Source: an optimization exercise on an open RTL-to-GDS flow (aim: small area). Production flows keep margins and buffers that such runs may drop.
Where RTL was checked, it was by simulation tests only, not by an equivalence proof against the original.

==> v12: inputs <==
// calc_top
module calc_top(
        input clk,               
        input rst,               
        input [4:0] keycode,     
        input newkey,            
        output [15:0] calcOut,   
        output [7:0] digit,      
        output [7:0] segment,    
        output NEG_LED,
        output OVW_LED
        );
    reg [16:0] X, Y;         
    reg [1:0] OP;            
    reg [9:0] count10;       
    reg [1:0] count2;        
    wire [16:0] nextX;
    wire loadY, clearY;
    myCalc calculator (
        .X(X), .Y(Y), .OP(OP),
        .keycode(keycode), .newkey(newkey),
        .nextX(nextX), .loadY(loadY), .clearY(clearY),
        .OVW(OVW_LED)
        );
    always @(posedge clk or posedge rst)
        if (rst) X <= 17'b0;
        else X <= nextX;
    always @(posedge clk or posedge rst)
        if (rst) begin
            Y <= 17'b0;
            OP <= 2'b0;
        end else if (loadY) begin
            Y <= X;
            OP <= keycode[1:0];
        end else if (clearY) begin
            Y <= 17'b0;
            OP <= 2'b0;
        end
    assign calcOut = X[15:0];
    assign NEG_LED = X[16];
    wire [9:0] next10;
    wire at_zero;
    DisplayInterface display (
        .value(X[15:0]), .count10(count10), .count2(count2),
        .next10(next10), .at_zero(at_zero),
        .digit(digit), .segment(segment)
        );
    always @(posedge clk or posedge rst)
        if (rst) count10 <= 10'b0;
        else count10 <= next10;
    always @(posedge clk or posedge rst)
        if (rst) count2 <= 2'b0;
        else if (at_zero) count2 <= count2 + 2'b1;
endmodule
export LEC_CHECK = 0
export ABC_AREA = 1
export CAP_MARGIN = 20
export CORE_MARGIN = 2
export CORE_UTILIZATION = 75
export CTS_BUF_LIST = sky130_fd_sc_hd__clkbuf_8
export SLEW_MARGIN = 20
export SYNTH_HIERARCHICAL = 1
create_clock -name core_clock -period 12.0 [get_ports {clk}]
standard.sh (not shown) runs the stock make flow with config.mk's settings and CLKGATE_MAP_FILE= SYNTH_SCRIPT=/design/flow/synth_recipe.tcl, a recipe that flattens the netlist after the stock synthesis.
==> flow/flow/run.sh <==
#!/bin/bash
# Standard synthesis, then the combinational logic re-mapped for area
# (flow/post.ys), then the standard layout from floorplan to finish.
set -euo pipefail
W=$(pwd)
R=$W/orfs/results/$FLOW_PLATFORM/calc_top/base
LIB=$FLOW_HOME/platforms/$FLOW_PLATFORM/lib/sky130_fd_sc_hd__tt_025C_1v80.lib
bash standard.sh synth > $W/synth.log 2>&1
cp $R/1_2_yosys.v $W/std_synth.v
sed -e "s#@LIB@#$LIB#g" -e "s#@IN@#$W/std_synth.v#" -e "s#@OUT@#$R/1_2_yosys.v#" -e "s#@W@#$W#" \
    flow/post.ys > $W/post_run.ys
yosys -s $W/post_run.ys > $W/post_yosys.log 2>&1
bash standard.sh BUFFER_PORTS_ARGS="-buffer_cell sky130_fd_sc_hd__buf_1" finish > $W/layout.log 2>&1
Other scripts of this flow, unchanged in this note and not shown: flow/flow/post.ys
==> v36: changes against v12 <==
Settings changed: CORE_UTILIZATION 75 to 55, GPL_TIMING_DRIVEN set to 0.
==> summary of the runs <==
v36 completed without violations. v12 went through all stages and came out clean. Against v36, the final cell count of v12 is lower by 2.8%. In v12 the clock skew is higher than in v36, by 0.00098 ns. Register-to-register slack: v12 is better than v36 (0.28 ns). In v12 the via count is higher than in v36, by about 9%.
No functional check of the RTL was part of any run of this note.

* * *

==> run E <==
Another version of the RTL of calc_top (not shown whole).
export LEC_CHECK = 0
export ABC_AREA = 1
export CAP_MARGIN = 20
export CORE_MARGIN = 2
export CORE_UTILIZATION = 55
export CTS_BUF_LIST = sky130_fd_sc_hd__clkbuf_8
export GPL_TIMING_DRIVEN = 0
export SLEW_MARGIN = 20
export SYNTH_HIERARCHICAL = 1
create_clock -name core_clock -period 12.0 [get_ports {clk}]
==> flow/flow/post.ys <==
# Re-map the standard synthesis netlist: every combinational cell except the
# full adders is turned back into logic and mapped again by ABC for area, as
# one flat netlist. Registers, full adders and tie cells are kept as they are.
read_liberty -ignore_miss_func -ignore_miss_dir @LIB@
read_verilog @IN@
hierarchy -top calc_top
setattr -mod -set keep_hierarchy 1 sky130_fd_sc_hd__fa_* sky130_fd_sc_hd__df* sky130_fd_sc_hd__conb_1
flatten
select -module calc_top
opt -fast
abc -liberty @LIB@ -dont_use sky130_fd_sc_hd__lpflow_bleeder_1 -dont_use sky130_fd_sc_hd__lpflow_clkbufkapwr_1 -dont_use sky130_fd_sc_hd__lpflow_clkbufkapwr_16 -dont_use sky130_fd_sc_hd__lpflow_clkbufkapwr_2 -dont_use sky130_fd_sc_hd__lpflow_clkbufkapwr_4 -dont_use sky130_fd_sc_hd__lpflow_clkbufkapwr_8 -dont_use sky130_fd_sc_hd__lpflow_clkinvkapwr_1 -dont_use sky130_fd_sc_hd__lpflow_clkinvkapwr_16 -dont_use sky130_fd_sc_hd__lpflow_clkinvkapwr_2 -dont_use sky130_fd_sc_hd__lpflow_clkinvkapwr_4 -dont_use sky130_fd_sc_hd__lpflow_clkinvkapwr_8 -dont_use sky130_fd_sc_hd__lpflow_decapkapwr_12 -dont_use sky130_fd_sc_hd__lpflow_decapkapwr_3 -dont_use sky130_fd_sc_hd__lpflow_decapkapwr_4 -dont_use sky130_fd_sc_hd__lpflow_decapkapwr_6 -dont_use sky130_fd_sc_hd__lpflow_decapkapwr_8 -dont_use sky130_fd_sc_hd__lpflow_inputiso0n_1 -dont_use sky130_fd_sc_hd__lpflow_inputiso0p_1 -dont_use sky130_fd_sc_hd__lpflow_inputiso1n_1 -dont_use sky130_fd_sc_hd__lpflow_inputiso1p_1 -dont_use sky130_fd_sc_hd__lpflow_inputisolatch_1 -dont_use sky130_fd_sc_hd__lpflow_isobufsrc_1 -dont_use sky130_fd_sc_hd__lpflow_isobufsrc_16 -dont_use sky130_fd_sc_hd__lpflow_isobufsrc_2 -dont_use sky130_fd_sc_hd__lpflow_isobufsrc_4 -dont_use sky130_fd_sc_hd__lpflow_isobufsrc_8 -dont_use sky130_fd_sc_hd__lpflow_isobufsrckapwr_16 -dont_use sky130_fd_sc_hd__lpflow_lsbuf_lh_hl_isowell_tap_1 -dont_use sky130_fd_sc_hd__lpflow_lsbuf_lh_hl_isowell_tap_2 -dont_use sky130_fd_sc_hd__lpflow_lsbuf_lh_hl_isowell_tap_4 -dont_use sky130_fd_sc_hd__lpflow_lsbuf_lh_isowell_4 -dont_use sky130_fd_sc_hd__lpflow_lsbuf_lh_isowell_tap_1 -dont_use sky130_fd_sc_hd__lpflow_lsbuf_lh_isowell_tap_2 -dont_use sky130_fd_sc_hd__lpflow_lsbuf_lh_isowell_tap_4 -dont_use sky130_fd_sc_hd__probe_p_8 -dont_use sky130_fd_sc_hd__probec_p_8  -script "+strash; dch -f; amap; topo"
opt_clean -purge
hilomap -singleton -hicell sky130_fd_sc_hd__conb_1 HI -locell sky130_fd_sc_hd__conb_1 LO
splitnets
opt_clean -purge
select -clear
tee -o @W@/post_stat.txt stat -liberty @LIB@
select calc_top
write_verilog -noattr -noexpr -nohex -nodec -selected @OUT@
Scripts as last shown in full above: flow/flow/run.sh
==> run G: changes against run E <==
--- a/flow/design.v
+++ b/flow/design.v
@@ -644,26 +644,29 @@
     wire k_digit = newkey & keycode[4];
     wire k_op    = newkey & (keycode[4:2] == 3'b010);
     wire k_ce    = newkey & (keycode == 5'b01100);
     wire k_ca    = newkey & (keycode == 5'b00100);
     wire k_eq    = newkey & (keycode == 5'b00011);
     wire k_sqr   = newkey & (keycode == 5'b00001);
     wire k_neg   = newkey & (keycode == 5'b00010);
     wire op_mul = (OP == 2'b01);
-    always @* begin
-        if (k_digit)                  nextX = {X[12:0], keycode[3:0]};
-        else if (k_op | k_ce | k_ca)  nextX = 17'b0;
-        else if ((k_eq & OP[1]) | (k_neg & ~OP[1]))
-                                      nextX = A[16:0];
-        else if ((k_eq & op_mul) | (k_neg & OP[1]))
-                                      nextX = P[16:0];
-        else if (k_sqr)               nextX = S[16:0];
-        else                          nextX = X;
-    end
+    wire sel_shift = k_digit;
+    wire sel_a = (k_eq & OP[1]) | (k_neg & ~OP[1]);
+    wire sel_p = (k_eq & op_mul) | (k_neg & OP[1]);
+    wire sel_s = k_sqr;
+    wire sel_x = ~(k_digit | k_op | k_ce | k_ca | k_sqr | k_neg | (k_eq & (OP != 2'b00)));
+    wire [16:0] shifted = {X[12:0], keycode[3:0]};
+    wire [16:0] pick3_n, pick2_n;
+    genvar b;
+    generate for (b = 0; b < 17; b = b + 1) begin : pick
+        ao222_n p3 (sel_shift, shifted[b], sel_a, A[b], sel_p, P[b], pick3_n[b]);
+        ao22_n p2 (sel_s, S[b], sel_x, X[b], pick2_n[b]);
+    end endgenerate
+    always @* nextX = ~(pick3_n & pick2_n);
     assign loadY = k_op;
     assign clearY = k_ca;
     assign OVW = (OP[1] & A[17]) | (op_mul & P[17]) | (k_sqr & S[17]);
 endmodule
 module fa(input a, input b, input c, output s, output co);
     assign s = a ^ b ^ c;
     assign co = (a & b) | (a & c) | (b & c);
 endmodule
@@ -684,16 +687,22 @@
     assign y = a | b;
 endmodule
 module ornm(input a, input b, output y);
     assign y = a | ~b;
 endmodule
 module andnm(input a, input b, output y);
     assign y = a & ~b;
 endmodule
+module ao222_n(input a1, input b1, input a2, input b2, input a3, input b3, output y);
+    assign y = ~((a1 & b1) | (a2 & b2) | (a3 & b3));
+endmodule
+module ao22_n(input a1, input b1, input a2, input b2, output y);
+    assign y = ~((a1 & b1) | (a2 & b2));
+endmodule
 module calc_top(
         input clk,               
         input rst,               
         input [4:0] keycode,     
         input newkey,            
         output [15:0] calcOut,   
         output [7:0] digit,      
         output [7:0] segment,    
==> flow/flow/run.sh (replaced) <==
#!/bin/bash
# The standard synthesis (kept as std_synth.v for reference), the same
# synthesis without its final flatten (hier/), the combinational logic mapped
# again for area by flow/post.ys, a check that the registers are the standard
# synthesis's, then the standard layout from floorplan to finish.
set -euo pipefail
W=$(pwd)
P=$FLOW_PLATFORM
R=$W/orfs/results/$P/calc_top/base
H=$W/hier/results/$P/calc_top/base
LIB=$FLOW_HOME/platforms/$P/lib/sky130_fd_sc_hd__tt_025C_1v80.lib
bash standard.sh synth > $W/synth.log 2>&1
cp $R/1_2_yosys.v $W/std_synth.v
sed -e "s#WORK_HOME=[^ ]*#WORK_HOME=$W/hier#" -e "s#SYNTH_SCRIPT=[^ ]*#SYNTH_SCRIPT=$W/flow/hier_synth.tcl#" \
    -e '/^if \[\[/,$d' standard.sh > $W/hier.sh
bash $W/hier.sh $H/1_2_yosys.v > $W/hier_synth.log 2>&1
sed -e "s#@LIB@#$LIB#g" -e "s#@IN@#$H/1_2_yosys.v#" -e "s#@OUT@#$R/1_2_yosys.v#" -e "s#@W@#$W#" \
    -e "s#@CELLS@#$W/flow/cells.v#" flow/post.ys > $W/post_run.ys
yosys -s $W/post_run.ys > $W/post_yosys.log 2>&1
python3 flow/check_regs.py $W/std_synth.v $R/1_2_yosys.v > $W/check_regs.log 2>&1
bash standard.sh BUFFER_PORTS_ARGS="-buffer_cell sky130_fd_sc_hd__buf_1" finish > $W/layout.log 2>&1
==> flow/flow/cells.v (new file) <==
// The design's ao222_n and ao22_n modules, each as the one library cell
// with that function.
module ao222_n(input a1, input b1, input a2, input b2, input a3, input b3, output y);
    (* keep_hierarchy *) sky130_fd_sc_hd__a222oi_1 cell (.A1(a1), .A2(b1), .B1(a2), .B2(b2), .C1(a3), .C2(b3), .Y(y));
endmodule

module ao22_n(input a1, input b1, input a2, input b2, output y);
    (* keep_hierarchy *) sky130_fd_sc_hd__a22oi_1 cell (.A1(a1), .A2(b1), .B1(a2), .B2(b2), .Y(y));
endmodule
==> flow/flow/check_regs.py (new file) <==
#!/usr/bin/env python3
"""Checks that two netlists have the same registers: the same instance names,
each in the same cell type (drive strength aside)."""
import re, sys

def regs(path):
    t = open(path).read()
    out = {}
    for typ, name in re.findall(r'\b(sky130_fd_sc_hd__(?:df|edf|sdf|dl)\w*?)_\d+\s+(\S+)\s*\(', t):
        out[name.lstrip('\\')] = typ
    return out

a, b = regs(sys.argv[1]), regs(sys.argv[2])
print(f'{len(a)} registers in {sys.argv[1]}, {len(b)} in {sys.argv[2]}')
bad = sorted(set(a) ^ set(b)) + sorted(n for n in set(a) & set(b) if a[n] != b[n])
for n in bad:
    print('mismatch:', n, a.get(n), b.get(n))
sys.exit(1 if bad else 0)
==> flow/flow/hier_synth.tcl (new file) <==
# synth_recipe.tcl (the standard synthesis) without its final flatten: the
# netlist keeps the design's modules, so post.ys can map some of them itself.
proc synth {args} { yosys synth -nofsm -noshare {*}$args }
source $::env(SCRIPTS_DIR)/synth.tcl
# left out here: clear keep_hierarchy, clean up, hide names made inside functions, write 1_2_yosys.v
==> flow/flow/post.ys (replaced) <==
# Re-map the synthesis netlist (the standard synthesis without its final
# flatten). The modules ao222_n and ao22_n become their library cells
# (flow/cells.v); registers, full adders and tie cells are kept as they are;
# every other cell is turned back into logic and mapped again by ABC for
# area, as one flat netlist.
read_liberty -ignore_miss_func -ignore_miss_dir @LIB@
read_verilog @IN@
delete ao222_n ao22_n
read_verilog @CELLS@
hierarchy -top calc_top
setattr -mod -set keep_hierarchy 1 sky130_fd_sc_hd__fa_* sky130_fd_sc_hd__df* sky130_fd_sc_hd__edf* sky130_fd_sc_hd__sdf* sky130_fd_sc_hd__dl* sky130_fd_sc_hd__conb_1
flatten
select -module calc_top
techmap
opt -fast
abc -liberty @LIB@ -dont_use sky130_fd_sc_hd__lpflow_bleeder_1 -dont_use sky130_fd_sc_hd__lpflow_clkbufkapwr_1 -dont_use sky130_fd_sc_hd__lpflow_clkbufkapwr_16 -dont_use sky130_fd_sc_hd__lpflow_clkbufkapwr_2 -dont_use sky130_fd_sc_hd__lpflow_clkbufkapwr_4 -dont_use sky130_fd_sc_hd__lpflow_clkbufkapwr_8 -dont_use sky130_fd_sc_hd__lpflow_clkinvkapwr_1 -dont_use sky130_fd_sc_hd__lpflow_clkinvkapwr_16 -dont_use sky130_fd_sc_hd__lpflow_clkinvkapwr_2 -dont_use sky130_fd_sc_hd__lpflow_clkinvkapwr_4 -dont_use sky130_fd_sc_hd__lpflow_clkinvkapwr_8 -dont_use sky130_fd_sc_hd__lpflow_decapkapwr_12 -dont_use sky130_fd_sc_hd__lpflow_decapkapwr_3 -dont_use sky130_fd_sc_hd__lpflow_decapkapwr_4 -dont_use sky130_fd_sc_hd__lpflow_decapkapwr_6 -dont_use sky130_fd_sc_hd__lpflow_decapkapwr_8 -dont_use sky130_fd_sc_hd__lpflow_inputiso0n_1 -dont_use sky130_fd_sc_hd__lpflow_inputiso0p_1 -dont_use sky130_fd_sc_hd__lpflow_inputiso1n_1 -dont_use sky130_fd_sc_hd__lpflow_inputiso1p_1 -dont_use sky130_fd_sc_hd__lpflow_inputisolatch_1 -dont_use sky130_fd_sc_hd__lpflow_isobufsrc_1 -dont_use sky130_fd_sc_hd__lpflow_isobufsrc_16 -dont_use sky130_fd_sc_hd__lpflow_isobufsrc_2 -dont_use sky130_fd_sc_hd__lpflow_isobufsrc_4 -dont_use sky130_fd_sc_hd__lpflow_isobufsrc_8 -dont_use sky130_fd_sc_hd__lpflow_isobufsrckapwr_16 -dont_use sky130_fd_sc_hd__lpflow_lsbuf_lh_hl_isowell_tap_1 -dont_use sky130_fd_sc_hd__lpflow_lsbuf_lh_hl_isowell_tap_2 -dont_use sky130_fd_sc_hd__lpflow_lsbuf_lh_hl_isowell_tap_4 -dont_use sky130_fd_sc_hd__lpflow_lsbuf_lh_isowell_4 -dont_use sky130_fd_sc_hd__lpflow_lsbuf_lh_isowell_tap_1 -dont_use sky130_fd_sc_hd__lpflow_lsbuf_lh_isowell_tap_2 -dont_use sky130_fd_sc_hd__lpflow_lsbuf_lh_isowell_tap_4 -dont_use sky130_fd_sc_hd__probe_p_8 -dont_use sky130_fd_sc_hd__probec_p_8  -script "+strash; dch -f; amap; topo"
opt_clean -purge
hilomap -singleton -hicell sky130_fd_sc_hd__conb_1 HI -locell sky130_fd_sc_hd__conb_1 LO
splitnets
opt_clean -purge
select -clear
tee -o @W@/post_stat.txt stat -liberty @LIB@
select calc_top
write_verilog -noattr -noexpr -nohex -nodec -selected @OUT@
==> results.ini <==
[outcome]
status=no timing/DRC/antenna violations

[routing]
wl_met2_mm=11.2
dr_wl_met3_mm=1.94

[timing]
final.setup_skew_ps=9.51

[final_layout]
multi_input_area_share_pct=73.6
fin_cells=1128

[global_routing]
grt_util_met2_pct=55.1

[end of results for run G]
==> results.ini <==
[outcome]
status=no timing/DRC/antenna violations

[final_layout]
multi_input_area_share_pct=74.7
fin_cells=1132

[timing]
final.setup_skew_ps=10.8

[global_routing]
grt_util_met2_pct=58.5

[routing]
wl_met2_mm=11.8

[end of results for run E]

-- static timing again, ports no longer ideal --
How much do the figures lean on ideal ports? The routed layouts below were timed once more, with nothing changed but the port constraints.
Step 1 assumes that a clkbuf_16 drives the clock port and a buf_2 every other input.
Step 2 times the ports against the registers' clock, not the clock port: input delays grow and output delays shrink by t, the midpoint of the rising clock arrivals with the driver on.
Three values: no drivers, after step 1, after step 2; two values: the first two.
run	shift t [ns]	slack for setup (ns)	worst hold slack (ns)	worst data-port slew with drivers (ns)
v12	0.347	0.686 / 0.651 / 0.997	0.390 / 0.390 / 0.390	0.05
v36	0.353	0.470 / 0.433 / 0.786	0.384 / 0.384 / 0.384	0.03
run E	0.347	0.236 / 0.202 / 0.548	0.390 / 0.390 / 0.390	0.03
run G	0.349	0.329 / 0.293 / 0.642	0.384 / 0.384 / 0.384	0.03
After both steps setup and hold are still met in every run listed.
